Source: an optimization exercise on an open RTL-to-GDS flow (aim: small area, a short achievable clock period and few clock cycles per item). Production flows keep margins and buffers that such runs may drop.
The RTL was checked by simulation tests, not by an equivalence proof against the original design.

## the previous run
==> flow/design.v <==
module mod_cu (
	input clk,
	input reset,
	input fit1,
	input fit3,
	input last,
	output reg busy,
	output reg p1
);
always @(posedge clk) begin
	if (reset) begin
		busy <= 1'b1;
		p1 <= 1'b1;
	end else if (busy) begin
		if (!(p1 & fit1)) begin
			p1 <= 1'b0;
			if (last)
				busy <= 1'b0;
		end
	end
end
endmodule
module mod_dp (
	input clk,
	input reset,
	input [31:0] A,
	input [31:0] B,
	input busy,
	input p1,
	output fit1,
	output fit3,
	output last,
	output [31:0] R
);
	reg [31:0] r, d;
	reg [4:0] cnt;
	wire [7:0] gq, gs;
	wire [31:0] s;
	genvar i;
	generate
		for (i = 0; i < 8; i = i + 1) begin : g_q
			assign gq[i] = |r[4*i+3:4*i];
			if (i == 7) begin : g_top
				assign gs[i] = 1'b0;
			end else begin : g_low
				assign gs[i] = |gq[7:i+1];
			end
		end
		for (i = 0; i < 32; i = i + 1) begin : g_s
			assign s[i] = |r[4*(i/4)+3:i] | gs[i/4];
		end
	endgenerate
	assign fit1 = ~d[31] & ~|(d[30:0] & ~s[31:1]);
	assign fit3 = ~|d[31:29] & ~|(d[28:0] & ~s[31:3]);
	assign last = (cnt == 5'd0);
	wire [31:0] diff;
	wire ge;
	mod_sub_bk sub(.x(r), .y(d), .d(diff), .ge(ge));
	wire sh3 = p1 & fit3;
	wire sh1 = p1 & fit1;
	wire sel_b = reset;
	wire sel_3 = ~reset & sh3;
	wire sel_1 = ~reset & sh1 & ~fit3;
	wire sel_r = ~reset & ~sh1;
	always @(posedge clk) begin
		d <= ({32{sel_b}} & B)
		   | ({32{sel_3}} & {d[28:0], 3'b000})
		   | ({32{sel_1}} & {d[30:0], 1'b0})
		   | ({32{sel_r}} & {1'b0, d[31:1]});
		cnt <= ({5{sel_3}} & (cnt + 5'd3))
		     | ({5{sel_1}} & (cnt + 5'd1))
		     | ({5{sel_r}} & (cnt - 5'd1));
	end
	always @(posedge clk) begin
		if (reset)
			r <= A;
		else if (busy & ~sh1 & ge)
			r <= diff;
	end
	assign R = r;
endmodule
module mod_sub_bk (
	input [31:0] x,
	input [31:0] y,
	output [31:0] d,
	output ge
);
	wire [31:0] p0 = x ^ ~y;
	wire [31:0] g0 = x & ~y;
	wire c0_g = g0[0] | p0[0];
	wire u0_g1 = g0[1] | (p0[1] & c0_g);
	wire u0_p1 = p0[1] & p0[0];
	wire u0_g3 = g0[3] | (p0[3] & g0[2]);
	wire u0_p3 = p0[3] & p0[2];
	wire u0_g5 = g0[5] | (p0[5] & g0[4]);
	wire u0_p5 = p0[5] & p0[4];
	wire u0_g7 = g0[7] | (p0[7] & g0[6]);
	wire u0_p7 = p0[7] & p0[6];
	wire u0_g9 = g0[9] | (p0[9] & g0[8]);
	wire u0_p9 = p0[9] & p0[8];
	wire u0_g11 = g0[11] | (p0[11] & g0[10]);
	wire u0_p11 = p0[11] & p0[10];
	wire u0_g13 = g0[13] | (p0[13] & g0[12]);
	wire u0_p13 = p0[13] & p0[12];
	wire u0_g15 = g0[15] | (p0[15] & g0[14]);
	wire u0_p15 = p0[15] & p0[14];
	wire u0_g17 = g0[17] | (p0[17] & g0[16]);
	wire u0_p17 = p0[17] & p0[16];
	wire u0_g19 = g0[19] | (p0[19] & g0[18]);
	wire u0_p19 = p0[19] & p0[18];
	wire u0_g21 = g0[21] | (p0[21] & g0[20]);
	wire u0_p21 = p0[21] & p0[20];
	wire u0_g23 = g0[23] | (p0[23] & g0[22]);
	wire u0_p23 = p0[23] & p0[22];
	wire u0_g25 = g0[25] | (p0[25] & g0[24]);
	wire u0_p25 = p0[25] & p0[24];
	wire u0_g27 = g0[27] | (p0[27] & g0[26]);
	wire u0_p27 = p0[27] & p0[26];
	wire u0_g29 = g0[29] | (p0[29] & g0[28]);
	wire u0_p29 = p0[29] & p0[28];
	wire u0_g31 = g0[31] | (p0[31] & g0[30]);
	wire u0_p31 = p0[31] & p0[30];
	wire u1_g3 = u0_g3 | (u0_p3 & u0_g1);
	wire u1_p3 = u0_p3 & u0_p1;
	wire u1_g7 = u0_g7 | (u0_p7 & u0_g5);
	wire u1_p7 = u0_p7 & u0_p5;
	wire u1_g11 = u0_g11 | (u0_p11 & u0_g9);
	wire u1_p11 = u0_p11 & u0_p9;
	wire u1_g15 = u0_g15 | (u0_p15 & u0_g13);
	wire u1_p15 = u0_p15 & u0_p13;
	wire u1_g19 = u0_g19 | (u0_p19 & u0_g17);
	wire u1_p19 = u0_p19 & u0_p17;
	wire u1_g23 = u0_g23 | (u0_p23 & u0_g21);
	wire u1_p23 = u0_p23 & u0_p21;
	wire u1_g27 = u0_g27 | (u0_p27 & u0_g25);
	wire u1_p27 = u0_p27 & u0_p25;
	wire u1_g31 = u0_g31 | (u0_p31 & u0_g29);
	wire u1_p31 = u0_p31 & u0_p29;
	wire u2_g7 = u1_g7 | (u1_p7 & u1_g3);
	wire u2_p7 = u1_p7 & u1_p3;
	wire u2_g15 = u1_g15 | (u1_p15 & u1_g11);
	wire u2_p15 = u1_p15 & u1_p11;
	wire u2_g23 = u1_g23 | (u1_p23 & u1_g19);
	wire u2_p23 = u1_p23 & u1_p19;
	wire u2_g31 = u1_g31 | (u1_p31 & u1_g27);
	wire u2_p31 = u1_p31 & u1_p27;
	wire u3_g15 = u2_g15 | (u2_p15 & u2_g7);
	wire u3_p15 = u2_p15 & u2_p7;
	wire u3_g31 = u2_g31 | (u2_p31 & u2_g23);
	wire u3_p31 = u2_p31 & u2_p23;
	wire u4_g31 = u3_g31 | (u3_p31 & u3_g15);
	wire u4_p31 = u3_p31 & u3_p15;
	wire v3_g23 = u2_g23 | (u2_p23 & u3_g15);
	wire v3_p23 = u2_p23 & u3_p15;
	wire v2_g11 = u1_g11 | (u1_p11 & u2_g7);
	wire v2_p11 = u1_p11 & u2_p7;
	wire v2_g19 = u1_g19 | (u1_p19 & u3_g15);
	wire v2_p19 = u1_p19 & u3_p15;
	wire v2_g27 = u1_g27 | (u1_p27 & v3_g23);
	wire v2_p27 = u1_p27 & v3_p23;
	wire v1_g5 = u0_g5 | (u0_p5 & u1_g3);
	wire v1_p5 = u0_p5 & u1_p3;
	wire v1_g9 = u0_g9 | (u0_p9 & u2_g7);
	wire v1_p9 = u0_p9 & u2_p7;
	wire v1_g13 = u0_g13 | (u0_p13 & v2_g11);
	wire v1_p13 = u0_p13 & v2_p11;
	wire v1_g17 = u0_g17 | (u0_p17 & u3_g15);
	wire v1_p17 = u0_p17 & u3_p15;
	wire v1_g21 = u0_g21 | (u0_p21 & v2_g19);
	wire v1_p21 = u0_p21 & v2_p19;
	wire v1_g25 = u0_g25 | (u0_p25 & v3_g23);
	wire v1_p25 = u0_p25 & v3_p23;
	wire v1_g29 = u0_g29 | (u0_p29 & v2_g27);
	wire v1_p29 = u0_p29 & v2_p27;
	wire v0_g2 = g0[2] | (p0[2] & u0_g1);
	wire v0_p2 = p0[2] & u0_p1;
	wire v0_g4 = g0[4] | (p0[4] & u1_g3);
	wire v0_p4 = p0[4] & u1_p3;
	wire v0_g6 = g0[6] | (p0[6] & v1_g5);
	wire v0_p6 = p0[6] & v1_p5;
	wire v0_g8 = g0[8] | (p0[8] & u2_g7);
	wire v0_p8 = p0[8] & u2_p7;
	wire v0_g10 = g0[10] | (p0[10] & v1_g9);
	wire v0_p10 = p0[10] & v1_p9;
	wire v0_g12 = g0[12] | (p0[12] & v2_g11);
	wire v0_p12 = p0[12] & v2_p11;
	wire v0_g14 = g0[14] | (p0[14] & v1_g13);
	wire v0_p14 = p0[14] & v1_p13;
	wire v0_g16 = g0[16] | (p0[16] & u3_g15);
	wire v0_p16 = p0[16] & u3_p15;
	wire v0_g18 = g0[18] | (p0[18] & v1_g17);
	wire v0_p18 = p0[18] & v1_p17;
	wire v0_g20 = g0[20] | (p0[20] & v2_g19);
	wire v0_p20 = p0[20] & v2_p19;
	wire v0_g22 = g0[22] | (p0[22] & v1_g21);
	wire v0_p22 = p0[22] & v1_p21;
	wire v0_g24 = g0[24] | (p0[24] & v3_g23);
	wire v0_p24 = p0[24] & v3_p23;
	wire v0_g26 = g0[26] | (p0[26] & v1_g25);
	wire v0_p26 = p0[26] & v1_p25;
	wire v0_g28 = g0[28] | (p0[28] & v2_g27);
	wire v0_p28 = p0[28] & v2_p27;
	wire v0_g30 = g0[30] | (p0[30] & v1_g29);
	wire v0_p30 = p0[30] & v1_p29;
	wire [31:0] gc = {u4_g31, v0_g30, v1_g29, v0_g28, v2_g27, v0_g26, v1_g25, v0_g24, v3_g23, v0_g22, v1_g21, v0_g20, v2_g19, v0_g18, v1_g17, v0_g16, u3_g15, v0_g14, v1_g13, v0_g12, v2_g11, v0_g10, v1_g9, v0_g8, u2_g7, v0_g6, v1_g5, v0_g4, u1_g3, v0_g2, u0_g1, c0_g};
	assign d = p0 ^ {gc[30:0], 1'b1};
	assign ge = gc[31];
endmodule
module mod(
	input [31:0] A,
	input [31:0] B,
	input clk,
	input reset,
	output [31:0] Result,
	output done
);
	wire busy, p1, fit1, fit3, ge, last;
	mod_cu io(.clk(clk), .reset(reset), .fit1(fit1), .fit3(fit3), .last(last),
	          .busy(busy), .p1(p1));
	mod_dp i1(.clk(clk), .reset(reset), .A(A), .B(B), .busy(busy), .p1(p1),
	          .fit1(fit1), .fit3(fit3), .last(last), .R(Result));
	assign done = ~busy;
endmodule
clock: 4.5 ns
lec_check: 0
cap_margin: 20
core_margin: 2
core_utilization: 40
cts_buf_list: sky130_fd_sc_hd__clkbuf_8
setup_slack_margin: 1.2
slew_margin: 20
tns_end_percent: 0
standard.sh (not shown) runs the stock make flow with config.mk's settings and CLKGATE_MAP_FILE= SYNTH_SCRIPT=/design/flow/synth_recipe.tcl, a recipe that flattens the netlist after the stock synthesis.
==> flow/flow/run.sh <==
#!/bin/bash
# The standard layout, with the smallest buffer on each port instead of the
# delay cell buffer_ports picks by default.
set -euo pipefail
export BUFFER_PORTS_ARGS="-buffer_cell sky130_fd_sc_hd__buf_1"
bash standard.sh finish > standard.log 2>&1
Testbench counts of the previous run, summed over its fixed seeds: cycles 6,090, items 720.
Relative to the previous run, the following input files were edited for the current run:
diff --git a/flow/design.v b/flow/design.v
--- a/flow/design.v
+++ b/flow/design.v
@@ -34,20 +34,11 @@
 );
 	reg [31:0] r, d;
 	reg [4:0] cnt;
-	wire [7:0] gq, gs;
 	wire [31:0] s;
 	genvar i;
 	generate
-		for (i = 0; i < 8; i = i + 1) begin : g_q
-			assign gq[i] = |r[4*i+3:4*i];
-			if (i == 7) begin : g_top
-				assign gs[i] = 1'b0;
-			end else begin : g_low
-				assign gs[i] = |gq[7:i+1];
-			end
-		end
 		for (i = 0; i < 32; i = i + 1) begin : g_s
-			assign s[i] = |r[4*(i/4)+3:i] | gs[i/4];
+			assign s[i] = |r[31:i];
 		end
 	endgenerate
 	assign fit1 = ~d[31] & ~|(d[30:0] & ~s[31:1]);
@@ -58,18 +49,20 @@
 	mod_sub_bk sub(.x(r), .y(d), .d(diff), .ge(ge));
 	wire sh3 = p1 & fit3;
 	wire sh1 = p1 & fit1;
-	wire sel_b = reset;
-	wire sel_3 = ~reset & sh3;
-	wire sel_1 = ~reset & sh1 & ~fit3;
-	wire sel_r = ~reset & ~sh1;
 	always @(posedge clk) begin
-		d <= ({32{sel_b}} & B)
-		   | ({32{sel_3}} & {d[28:0], 3'b000})
-		   | ({32{sel_1}} & {d[30:0], 1'b0})
-		   | ({32{sel_r}} & {1'b0, d[31:1]});
-		cnt <= ({5{sel_3}} & (cnt + 5'd3))
-		     | ({5{sel_1}} & (cnt + 5'd1))
-		     | ({5{sel_r}} & (cnt - 5'd1));
+		if (reset) begin
+			d <= B;
+			cnt <= 5'd0;
+		end else if (sh3) begin
+			d <= {d[28:0], 3'b000};
+			cnt <= cnt + 5'd3;
+		end else if (sh1) begin
+			d <= {d[30:0], 1'b0};
+			cnt <= cnt + 5'd1;
+		end else begin
+			d <= {1'b0, d[31:1]};
+			cnt <= cnt - 5'd1;
+		end
 	end
 	always @(posedge clk) begin
 		if (reset)
Summary of the current run over the previous run: post-synthesis xor/xnor area fraction now larger, number of nets in the synthesized netlist went down by 2.5%.
The routing usage on met3 reported for the current run is smaller than that of the previous run by 1.0 points.
On detailed-routed wire length on met2, the lower figure sits with the current run, not the previous run.
Any difference in clock transition time at the flip-flop clock pins of the worst setup and hold paths between the current run and the previous run is small enough to ignore.
Compared with the previous run, the current run shows a higher area enclosed by the die boundary.
The total number of multi-input combinational cells number comes out lower for the current run vs the previous run.
Relative to the previous run, the current run improves final wirelength.
The current run ends up with higher portion of the clock cycle consumed by the worst path in the final layout than the previous run does.
Testbench counts of the current run, summed over its fixed seeds: cycles 6,090, items 720.

-- static timing again, ports no longer ideal --
Ports are ideal in the flow. The routed layouts listed here were re-timed in OpenROAD. Step 1 assumes that a clkbuf_16 drives the clock port and a buf_2 every other input. Step 2, shift: input delay + t, output delay - t, t = (earliest + latest rising clock arrival at the registers) / 2. This alone moves slack from input paths to output paths. a / b / c = no drivers / after step 1 / after step 2; a / b = the first two.
| run | shift t [ns] | setup WS [ns] | pins driven straight from the clock port |
|---|---|---|---|
| the previous run | 0.402 | 1.306 / 1.306 / 1.306 | 1 |
| the current run | 0.386 | 1.225 / 1.225 / 1.225 | 1 |
After both steps every run listed still meets setup and hold.
